From an optimization exercise on the open Yosys and OpenROAD flow, aimed at small area, a short achievable clock period and few clock cycles; shortcuts taken in it are not production practice. Function was checked by simulation only, so behaviour that the tests miss may differ from the original. Power and IR drop assume default switching activity.

[design/flow/run.sh]
#!/bin/bash
# synth_recipe.tcl (not shown) runs the flow's synth.tcl, then flattens the netlist and writes it again
# the make line also repeats each setting of config.mk as NAME=value (left out here)
make -C /OpenROAD-flow-scripts/flow DESIGN_CONFIG=/design/flow/config.mk WORK_HOME=/design/flow/orfs CLKGATE_MAP_FILE= SYNTH_SCRIPT=/design/flow/synth_recipe.tcl finish
[design/flow/config.mk]
export PLATFORM = sky130hd
export DESIGN_NAME = riscvWb
export DESIGN_NICKNAME = riscvWb
export VERILOG_FILES = /design/flow/design.v
export SDC_FILE = /design/flow/constraint.sdc
export NUM_CORES = 4
export LEC_CHECK = 0
export CAP_MARGIN = 20
export CORE_MARGIN = 2
export CORE_UTILIZATION = 45
export PLACE_DENSITY = 0.65
export SLEW_MARGIN = 20
[design/flow/constraint.sdc]
create_clock -name core_clock -period 12.0 [get_ports {clk_i}]
set_input_delay 2.4000 -clock core_clock [delete_from_list [all_inputs] [get_ports {clk_i}]]
set_output_delay 2.4000 -clock core_clock [all_outputs]
set_load 0.01 [all_outputs]
[design/flow/design.v]
`timescale 1ns/1ns
module registerfile (
    input clk_i,
    input rst_i,
    input [31:0] rd_i,
    output reg [31:0] rs1_o,
    output reg [31:0] rs2_o,
    input [4:0] selRd_i,
    input [4:0] selRs1_i,
    input [4:0] selRs2_i
);
reg [31:0] registers [31:1];
always @(posedge(clk_i)) begin
    begin
        if(selRd_i != 5'b0) registers[selRd_i] <= rd_i;
    end
end
always @(*) begin
    if (selRs1_i != 5'b0) rs1_o = registers[selRs1_i];
    else rs1_o = 32'b0;
end
always @(*) begin
    if (selRs2_i != 5'b0) rs2_o = registers[selRs2_i];
    else rs2_o = 32'b0;
end
endmodule
`timescale 1ns/1ns
module pc (
    input rst_i,
    input clk_i,
    output [31:0] pc_o,
    input [31:0] pc_i,
    input setPc_i
);
parameter RESET = 32'h00000000;
reg [31:0] pcNormal; 
assign pc_o = pcNormal;
always @(posedge(clk_i),posedge(rst_i)) begin
    if (rst_i) pcNormal <= RESET;
    else begin
        if (setPc_i) pcNormal <= pc_i;
    end
end
endmodule
`timescale 1ns/1ns
module alu (
    input rst_i,
    input clk_i,
    input [31:0] aluArg1_i,
    input [31:0] aluArg2_i,
    output reg [31:0] aluRes_o,
    input [2:0] funct3_i,
    input subSr_i,
    output reg done_o
);
reg [31:0] addRes;
wire addDone = 1'b1;
always @(*) begin
    if (subSr_i) addRes = aluArg1_i - aluArg2_i;
    else addRes = aluArg1_i + aluArg2_i;
end
reg [31:0] shiftRes;
reg shiftDone;
reg [0:0] shiftState;
reg [4:0] shiftCounter;
always @(posedge(clk_i),posedge(rst_i)) begin
    if (rst_i) shiftState <= 0;
    else begin
        case (shiftState)
            0: if ((funct3_i == 3'b001) || (funct3_i == 3'b101)) begin shiftState <= 1; shiftCounter <= aluArg2_i[4:0]; end
            1: begin
                if (shiftCounter == 5'b0) shiftState <= 0;
                else shiftCounter <= shiftCounter - 1'b1;
            end
            default: shiftState <= 0;
        endcase
    end
end
always @(posedge(clk_i)) begin
    begin
        case (shiftState)
            0: shiftRes <= aluArg1_i;
            1: begin
                if (funct3_i == 3'b001) shiftRes <= {shiftRes[30:0], 1'b0}; 
                else if (funct3_i == 3'b101) begin
                    if (subSr_i) shiftRes <= {shiftRes[31], shiftRes[31:1]}; 
                    else shiftRes <= {1'b0, shiftRes[31:1]}; 
                end
            end
            default: shiftRes <= 32'hxxxxxxxx;
        endcase
    end
end
always @(*) begin
    shiftDone = 1'b0;
    if (shiftState == 1) begin
        if (shiftCounter == 5'b0) shiftDone = 1'b1;
    end
end
reg [31:0] sltRes;
wire sltDone = 1'b1;
always @(*) begin
    sltRes = ($signed(aluArg1_i) < $signed(aluArg2_i)) ? 32'b1 : 32'b0;
end
reg [31:0] sltuRes;
wire sltuDone = 1'b1;
always @(*) begin
    sltuRes = (aluArg1_i < aluArg2_i) ? 32'b1 : 32'b0;
end
reg [31:0] xorRes;
wire xorDone = 1'b1;
always @(*) begin
    xorRes = aluArg1_i ^ aluArg2_i;
end
reg [31:0] orRes;
wire orDone = 1'b1;
always @(*) begin
    orRes = aluArg1_i | aluArg2_i;
end
reg [31:0] andRes;
wire andDone = 1'b1;
always @(*) begin
    andRes = aluArg1_i & aluArg2_i;
end
always @(*) begin
    case (funct3_i)
        3'b000: begin aluRes_o = addRes; done_o = addDone; end 
        3'b001,3'b101: begin aluRes_o = shiftRes; done_o = shiftDone; end 
        3'b010: begin aluRes_o = sltRes; done_o = sltDone; end 
        3'b011: begin aluRes_o = sltuRes; done_o = sltuDone; end 
        3'b100: begin aluRes_o = xorRes; done_o = xorDone; end 
        3'b110: begin aluRes_o = orRes; done_o = orDone; end 
        3'b111: begin aluRes_o = andRes; done_o = andDone; end 
        default: begin aluRes_o = 32'hxxxxxxxx; done_o = 1'b1; end
    endcase
end
endmodule
`timescale 1ns/1ns
module riscv(
   input rst_i,                
   input clk_i,                
   output reg req_o,               
   output reg we_o,            
   output reg [31:0] adr_o,        
   input [31:0] dat_i,         
   output reg [31:0] dat_o,    
   output reg [2:0] byteNr_o,  
   input done_i                
);
parameter RESET = 32'h0;    
reg [1:0] state;
reg [31:0] ir;
reg [10:0] instOpcode;
reg [5:0] instType;
reg [31:0] immediate;
reg instDone;
wire [31:0] pc_o;  
reg [31:0] pc_i;   
reg setPc_i;       
pc #(.RESET(RESET)) pc(
   .rst_i(rst_i),
   .clk_i(clk_i),
   .pc_o(pc_o),
   .pc_i(pc_i),
   .setPc_i(setPc_i)
);
wire [31:0] rs1_o;    
wire [31:0] rs2_o;    
reg [31:0] rd_i;      
reg [4:0] selRd_i;    
reg [4:0] selRs1_i;   
reg [4:0] selRs2_i;   
registerfile registerfile(
   .rst_i(rst_i),
   .clk_i(clk_i),
   .rs1_o(rs1_o),
   .rs2_o(rs2_o),
   .rd_i(rd_i),
   .selRd_i(selRd_i),
   .selRs1_i(selRs1_i),
   .selRs2_i(selRs2_i)
);
reg [31:0] aluArg1_i;    
reg [31:0] aluArg2_i;    
wire [31:0] aluRes_o;    
reg [2:0] funct3_i;      
reg subSr_i;             
wire aluDone_o;          
alu alu(
    .rst_i(rst_i),
    .clk_i(clk_i),
    .aluArg1_i(aluArg1_i),
    .aluArg2_i(aluArg2_i),
    .aluRes_o(aluRes_o),
    .funct3_i(funct3_i),
    .subSr_i(subSr_i),
    .done_o(aluDone_o)
);
reg fault;
always @(posedge(clk_i),posedge(rst_i)) begin
   if (rst_i) state <= 0;             
   else begin
      if (state == 0) begin
         if (done_i) begin
            if (fault) state <= 2;
            else state <= 1;     
         end
      end
      else if (state == 1) begin
         if (instDone) state <= 0;   
      end
   end
end
always @(*) begin
   case (instOpcode)
      256, 128: instDone = aluDone_o;  
      32, 64: instDone = done_i;     
      default: instDone = 1'b1;            
   endcase
end
always @(*) begin
   adr_o = 32'h0;
   if (state == 0) adr_o = pc_o;
   else if (state == 1) begin
      if (instOpcode == 32 | instOpcode == 64) adr_o = aluRes_o;
   end
end
always @(*) begin
   if (rst_i) begin
      dat_o = 32'b0;
      we_o = 1'b0;
      byteNr_o = 3'd0;
      req_o = 1'b0;
   end
   else if (state == 0) begin
      dat_o = 32'b0;     
      we_o = 1'b0;
      byteNr_o = 3'd4;   
      req_o = 1'b1;
   end
   else if (state == 1) begin
      case (instOpcode)
         32: begin
            dat_o = 32'h0;     
            we_o = 1'b0;
            if (ir[13:12] == 2'b00) byteNr_o = 3'd1;       
            else if (ir[13:12] == 2'b01) byteNr_o = 3'd2;  
            else if (ir[13:12] == 2'b10) byteNr_o = 3'd4;  
            else byteNr_o = 3'dx;
            req_o = 1'b1;
         end
         64: begin
            we_o = 1'b1;
            dat_o = rs2_o;
            if (ir[13:12] == 2'b00) byteNr_o = 3'd1;       
            else if (ir[13:12] == 2'b01) byteNr_o = 3'd2;  
            else if (ir[13:12] == 2'b10) byteNr_o = 3'd4;  
            else byteNr_o = 3'dx;
            req_o = 1'b1;
         end
         default: begin
            dat_o = 32'hx;
            we_o = 1'bx;
            byteNr_o = 3'dx;
            req_o = 1'b0;
         end
      endcase
   end
   else begin
      dat_o = 32'hxxxxxxxx;
      we_o = 1'bx;
      byteNr_o = 3'dx;
      req_o = 1'bx;
   end
end
always @(posedge(clk_i), posedge(rst_i)) begin
   if (rst_i) ir <= 32'h13;   
   else begin
      if (state == 0 && done_i) begin  
         ir <= dat_i;
      end
   end
end
always @(*) begin
   fault = 1'b0;
   case (ir[6:0])  
      7'b0110111: instOpcode = 1;
      7'b0010111: instOpcode = 2;
      7'b1101111: instOpcode = 4;
      7'b1100111: instOpcode = 8;
      7'b1100011: instOpcode = 16;
      7'b0000011: instOpcode = 32;
      7'b0100011: instOpcode = 64;
      7'b0010011: instOpcode = 128;
      7'b0110011: instOpcode = 256;
      default: begin
         fault = 1'b1;
         instOpcode = 11'bxxxxxxxxxxx;
      end
   endcase
end
always @(*) begin
   case (instOpcode)    
      256: instType = 1;
      32, 128, 8: instType = 2;
      64: instType = 4;
      16: instType = 8;
      1, 2: instType = 16;
      4: instType = 32;
      default: instType = 6'bxxxxxx;
   endcase
end
always @(*) begin
   case (instType)   
      2: immediate = {{21{ir[31]}},ir[30:20]};
      4: immediate = {{21{ir[31]}},ir[30:25],ir[11:7]};
      8: immediate = {{20{ir[31]}},ir[7],ir[30:25],ir[11:8],1'b0};
      16: immediate = {ir[31:12],12'b0};
      32: immediate = {{12{ir[31]}},ir[19:12],ir[20],ir[30:21],1'b0};
      default: immediate = 32'hxxxxxxxx;
   endcase
end
always @(*) begin
   if(state == 0) setPc_i = 1'b0;
   else if (state == 1 && instDone) setPc_i = 1'b1;  
   else setPc_i = 1'b0;  
end
always @(*) begin
   if(state == 0) pc_i = 32'hxxxxxxxx;
   else if (state == 1) begin
      case (instOpcode)
         4, 8: pc_i = aluRes_o;  
         16: begin                 
            if ((ir[14:12] == 3'b000) && (rs1_o == rs2_o)) pc_i = aluRes_o;                         
            else if ((ir[14:12] == 3'b001) && (rs1_o != rs2_o)) pc_i = aluRes_o;                    
            else if ((ir[14:12] == 3'b100) && ($signed(rs1_o) < $signed(rs2_o))) pc_i = aluRes_o;   
            else if ((ir[14:12] == 3'b101) && ($signed(rs1_o) >= $signed(rs2_o))) pc_i = aluRes_o;  
            else if ((ir[14:12] == 3'b110) && (rs1_o < rs2_o)) pc_i = aluRes_o;                     
            else if ((ir[14:12] == 3'b111) && (rs1_o >= rs2_o)) pc_i = aluRes_o;                    
            else pc_i = pc_o + 32'h4;                                                               
         end
         default: pc_i = pc_o + 32'h4;  
      endcase
   end
   else pc_i = 32'hxxxxxxxx;
end
always @(*) begin
   if (state == 1) begin
      case (instOpcode)
         128, 8, 32: begin
            selRs1_i = ir[19:15];
            selRs2_i = 5'bxxxxx;
         end
         256, 64, 16: begin
            selRs1_i = ir[19:15];
            selRs2_i = ir[24:20];
         end
         default: begin
            selRs1_i = 5'bxxxxx;
            selRs2_i = 5'bxxxxx;
         end
      endcase
   end
   else begin
      selRs1_i = 5'bxxxxx;
      selRs2_i = 5'bxxxxx;
   end
end
always @(*) begin
   if (state == 1 && instDone) begin
      case (instOpcode)
         1, 2, 32, 128, 256, 4,8 : selRd_i = ir[11:7];   
         default: selRd_i = 5'b0;                                              
      endcase
   end
   else selRd_i = 5'b0;
end
always @(*) begin
   if (state == 1) begin
      case (instOpcode)
         1: rd_i = immediate;  
         2, 128, 256: rd_i = aluRes_o;  
         32: begin  
            if (ir[13:12] == 2'b00) rd_i = {{24{dat_i[7] & !ir[14]}},dat_i[7:0]};  
            else if (ir[13:12] == 2'b01) rd_i = {{16{dat_i[15] & !ir[14]}},dat_i[15:0]};  
            else if (ir[13] == 1'b1) rd_i = dat_i;  
            else rd_i = 32'hxxxxxxxx;  
         end
         4, 8: rd_i = pc_o + 32'h00000004;  
         default: rd_i = 32'hxxxxxxxx;
      endcase
   end
   else rd_i = 32'hxxxxxxxx;
end
always @(*) begin
   if (state == 1) begin
      case (instOpcode)
         256: begin
            funct3_i = ir[14:12];    
            subSr_i = ir[30];        
         end
         128: begin
            funct3_i = ir[14:12];    
            subSr_i = (ir[14:12] == 3'b101) & ir[30];  
         end
         4, 8, 32, 64, 16, 2: begin
            funct3_i = 3'b0;         
            subSr_i = 1'b0;
         end
         default: begin
            funct3_i = 3'b000;       
            subSr_i = 1'b0;
         end
      endcase
   end
   else begin
      funct3_i = 3'b000;
      subSr_i = 1'b0;
   end
end
always @(*) begin
   case (instOpcode)
      256: begin
         aluArg1_i = rs1_o;       
         aluArg2_i = rs2_o;
      end
      128, 8, 32, 64: begin
         aluArg1_i = rs1_o;       
         aluArg2_i = immediate;
      end
      4, 16, 2: begin
         aluArg1_i = pc_o;        
         aluArg2_i = immediate;
      end
      default: begin
         aluArg1_i = 32'hxxxxxxxx;
         aluArg2_i = 32'hxxxxxxxx;
      end
   endcase
end
endmodule
`timescale 1ns/1ns
module riscvWb (
    input rst_i,                
    input clk_i,                
    output [31:2] adr_o,        
    input [31:0] dat_i,         
    output reg [31:0] dat_o,    
    output we_o,            
    output reg [3:0] sel_o,     
    output stb_o,               
    input ack_i,                
    output cyc_o            
);
parameter RESET = 32'h0;    
wire [31:0] reqAdr;
reg [31:0] datMiso;
wire [31:0] datMosi;
wire [2:0] byteNr;
wire req;
assign adr_o = reqAdr[31:2];
assign stb_o = req;
assign cyc_o = req;
riscv #(.RESET(RESET)) cpu(
   .rst_i(rst_i),
   .clk_i(clk_i),
   .req_o(req),
   .we_o(we_o),
   .adr_o(reqAdr),
   .dat_i(datMiso),
   .dat_o(datMosi),
   .byteNr_o(byteNr),
   .done_i(ack_i)
);
always @(*) begin
    sel_o = 4'hx;
    if (byteNr == 3'd1) begin
        if (reqAdr[1:0] == 2'b00) sel_o = 4'b0001;
        else if (reqAdr[1:0] == 2'b01) sel_o = 4'b0010;
        else if (reqAdr[1:0] == 2'b10) sel_o = 4'b0100;
        else if (reqAdr[1:0] == 2'b11) sel_o = 4'b1000;
    end
    else if (byteNr == 3'd2) begin
        if (reqAdr[1]) sel_o = 4'b1100;
        else sel_o = 4'b0011;
    end
    else if (byteNr == 3'd4) sel_o = 4'b1111;   
end
always @(*) begin
    dat_o = 32'hxxxxxxxx;
    if (reqAdr[1:0] == 2'b00) dat_o = datMosi;
    else if (reqAdr[1:0] == 2'b01) dat_o = {16'hxxxx,datMosi[7:0],8'hxx};
    else if (reqAdr[1:0] == 2'b10) dat_o = {datMosi[15:0],16'hxxxx};
    else if (reqAdr[1:0] == 2'b11) dat_o = {datMosi[7:0],24'hxxxxxx};
end
always @(*) begin
    datMiso = 32'hxxxxxxxx;
    if (reqAdr[1:0] == 2'b00) datMiso = dat_i;
    else if (reqAdr[1:0] == 2'b01) datMiso = {24'hxxxxxx,dat_i[15:8]};
    else if (reqAdr[1:0] == 2'b10) datMiso = {16'hxxxx,dat_i[31:16]};
    else if (reqAdr[1:0] == 2'b11) datMiso = {24'hxxxxxx,dat_i[31:24]};
end
endmodule
==> summary.txt <==
Place
  • Cells after DPL: 6,005
  • Detail Placement HPWL: 133,000 µm
  • Buffers added on ports: 103
  • Final GP Congestion: 0.990

Floorplanning
  • Die width: 370 µm
  • Core area: 133,000 µm²
  • # rows: 134
  • Die area: 137,000 µm²
  • Initial Util: 0.453
  • Chip Height: 370 µm
  • Total I/O pin count: 104

Finish
  • Layout area overhead: 12.2%
  • Filler instances: 11,200
  • Layout cells sized above 1: 0.228
  • Layout Cells excl Fill: 6,222
  • Final net count: 4,521

Synthesis
  • Synth Instances: 4,337
  • Top FF cell, synth: edfxtp_1
  • Yosys cell types: 98
  • Synth Cell Area: 60,400 µm²
  • Syn avg cell area: 13.9 µm²
  • Count leader, synth: edfxtp_1
  • EDFF count, synth: 1,029
  • Commonest cells post-synth: edfxtp_1, mux4_2, nand2_1, o21ai_0, nor2_1
  • Synth warn: 5
  • Top post-synthesis cells by area: edfxtp_1, mux4_2, mux2i_1
  • Top cell type's share of synthesized area: 0.511
  • Net Count, Synth: 4,504
  • Synth async-reset ratio: 0.0611
  • Cell taking the most area after synthesis: edfxtp_1
  • Post-synthesis sequential area ratio: 0.539
  • Seq cells post-synth: 1,096

GRT
  • Vias in the first global route: 41,700
  • Grt total ovfl: 0
  • Pin count of the biggest net entering global routing: 124
  • GRT Total Usage: 0.301
  • Global-route wire length before repair: 297,000 µm
  • Antenna violations before repair: 7

Job
  • Max cap viols: 0

Timing
  • Setup-failing EPs final: 0
  • Peak Freq: 91.6 MHz
  • Skew final: 0.0792 ns
  • RSZ-0062 raised after global routing: no
  • Endpoints failing hold: 0
  • Final Cycle Share: 0.910
  • Final Critical Period: 10.92 ns
  • Slew HR: 0.134
  • Slew Viols, Final: 0
  • Sum Neg Setup Slack: 0 ns
  • Tightest Pin Transition: 1.29 ns

CTS
  • Num CTS Buffers: 112
  • Clk buf depth: 3
  • # Post-CTS Setup Buffers: 0
  • # H-tree levels: 3
  • Root Driver: clkbuf_16
  • CTS tree: yes
  • Resize count post-CTS: 0
  • Worst-Skew Late Latency: 0.76 ns
  • Hold buffer count at cts: 0
  • Clk slew on worst S/H paths: 0.07 ns
  • CTS Sinks: 1,096

Pwr
  • Clk network pwr share: 0.169
  • Power share of the sequential group: 0.243
  • Internal power: 11.8 mW
  • Sw power: 10.4 mW
  • Leak Pwr: 22.4 nW
  • Max VDD drop: 279 µV
  • Combinational Power Share: 0.588
  • Pwr dens: 326 nW/µm²
  • Switching Fraction: 0.468

Routing
  • DR iter-0 viols: 6,018
  • Via count: 42,600
  • WL/cell: 33.5 µm
  • Drt via density: 6.85
  • Post-Route WL: 209,000 µm
  • First drt pass iteration count: 8
  • DRC: 0
  • Post-detailed-route count of antenna-violating nets: 0

Setup path
  • CP required: 9.60 ns
  • Critical path class: reg2out
  • Critical-path maximum fanout: 41
  • CP startpoint kind: flop
  • Worst setup EP type: output pin
  • Critical Path AT: 8.52 ns

Hold path
  • Worst hold path class: reg2reg

Status
  • Status: finished clean
placed cells by master (no fill, tap or decap), drive strengths merged, types with 32 or more instances in the layout:
master and instances:
clkdlybuf4s50 103, inv 130, a221oi 118, nand2 264, mux2i 220, nor2 251
nor3 89, mux2 127, nand3 65, nor2b 32, o21ai 261, buf 156
o221ai 52, edfxtp 1029, ha 130, xnor2 36, clkbuf 132, a21oi 219
mux4 428, clkinv 40, dfrtp 64
worst paths after layout:
check	from	endpoint	slack [ns]	depth (start not counted)
worst max register to register	cpu.ir[20]	cpu.pc.pcNormal[1]	3.67	19
min in group asynchronous	rst_i	cpu.alu.shiftState	2.30	2
worst min-delay path	cpu.ir[1]	cpu.ir[1]	0.51	2
worst min register to register	cpu.ir[1]	cpu.ir[1]	0.51	2
max in group asynchronous	rst_i	cpu.ir[21]	8.38	3
worst max-delay path	cpu.ir[20]	adr_o[22]	1.08	20
critical path, cell delays in order, from the launching register on:
cell	delay [ns]
dfrtp_4	0.97
buf_12	0.39
mux4_2	0.55
mux4_2	0.49
o21ai_2	0.51
nor2_1	0.09
a21oi_1	0.37
inv_1	0.19
fa_1	0.46
a211oi_1	0.40
o21bai_1	0.14
buf_4	0.18
a211oi_1	0.54
o21bai_1	0.25
a211oi_1	0.30
a21oi_1	0.06
a21oi_1	0.22
xnor2_1	0.13
a221oi_1	0.52
o21ai_0	0.37
clkdlybuf4s50_1	0.58
layer usage:
layer | GRT usage | vias to the layer above | wire length [µm] | part of all wire
met5 | 0 | - | 27 | 0.00013
met4 | 0.159 | 4 | 12500 | 0.060
met3 | 0.0700 | 570 | 24700 | 0.12
met2 | 0.465 | 2924 | 94400 | 0.45
met1 | 0.397 | 21700 | 77000 | 0.37
li1 | - | 17500 | - | -
logic make-up (layout without fill, tap and decap cells):
group                    count (synthesis)  in the layout  synth area share
flip-flops                            1096           1096             0.539
AO/OA/AOI/OAI                          943            943             0.105
AND/OR/NAND/NOR                        862            862            0.0668
multiplexers                           775            775             0.220
buffers and inverters                  479            593            0.0344
adder cells (fa/ha/maj)                132            132            0.0276
XOR/XNOR                                50             50           0.00725
other                                    0              3                 0
cell type report:
cell class	instances	area, µm²	share of cell area
clock buffer	132	2920	0.0431
clock inverter	79	1020	0.0151
multi-input combinational	2762	26200	0.387
inverter	123	462	0.00681
timing repair buffer	259	2340	0.0346
antenna	3	7.51	0.000111
tap	1768	2210	0.0326
sequential	1096	32600	0.481
state kept, by name, indices dropped and copies added, names as in the netlist:
name / flops
cpu.ir: 32
cpu.pc.pcNormal: 32
cpu.alu.shiftState: 1
cpu.state: 2
cpu.registerfile.registers: 992
cpu.alu.shiftRes: 32
cpu.alu.shiftCounter: 5
through the flow:
stage               worst slack, ns  total power, mW  cell area [µm²]   util  hold slack, ns
floorplan                      4.49             13.7            60400      -           0.478
global placement               2.08             18.0            63700  0.478           0.496
detailed placement             2.04             18.0            63800  0.478           0.509
CTS                            1.20             21.7            67700  0.507           0.512
global route                  0.775             23.1            67800  0.508           0.524
finish                         1.08             22.1            67800  0.508           0.508
power by group through the flow:
| stage | Clock (mW) | Sequential [mW] | Combinational [mW] |
|---|---|---|---|
| 3_3_place_gp | 0 | 5.44 | 12.5 |
| 3_5_place_dp | 0 | 5.44 | 12.5 |
| 6_report | 3.75 | 5.36 | 13.0 |
| 5_1_grt | 3.92 | 5.38 | 13.8 |
| 2_1_floorplan | 0 | 5.12 | 8.59 |
| 4_1_cts | 3.78 | 5.36 | 12.6 |
Testbench counts, summed over its fixed seeds: cycles 123,704.

-- static timing again, ports no longer ideal --
Ports are ideal in the flow. The routed layout listed here was re-timed in OpenROAD. Step 1 (the two cells are an assumption about what drives the block):
set clk [get_ports {clk_i}]
set_driving_cell -lib_cell sky130_fd_sc_hd__clkbuf_16 $clk
set_driving_cell -lib_cell sky130_fd_sc_hd__buf_2 [delete_from_list [all_inputs] $clk]
Step 2 moves the port delays by t, midway between the first and last clock arrival at a register: inputs arrive t later, outputs are due t later. That takes back most of the time a late clock gives input paths. Slacks: ideal / step 1 / step 2; pairs: ideal / step 1.
t (ns): 0.806
slack for setup (ns): 1.079 / 0.996 / 1.802
hold slack, ns: 0.508 / 0.508 / 0.508
After both steps this run still meets setup and hold. The setup slack of this run moves by -0.083 ns with the drivers and by +0.723 ns with both steps.
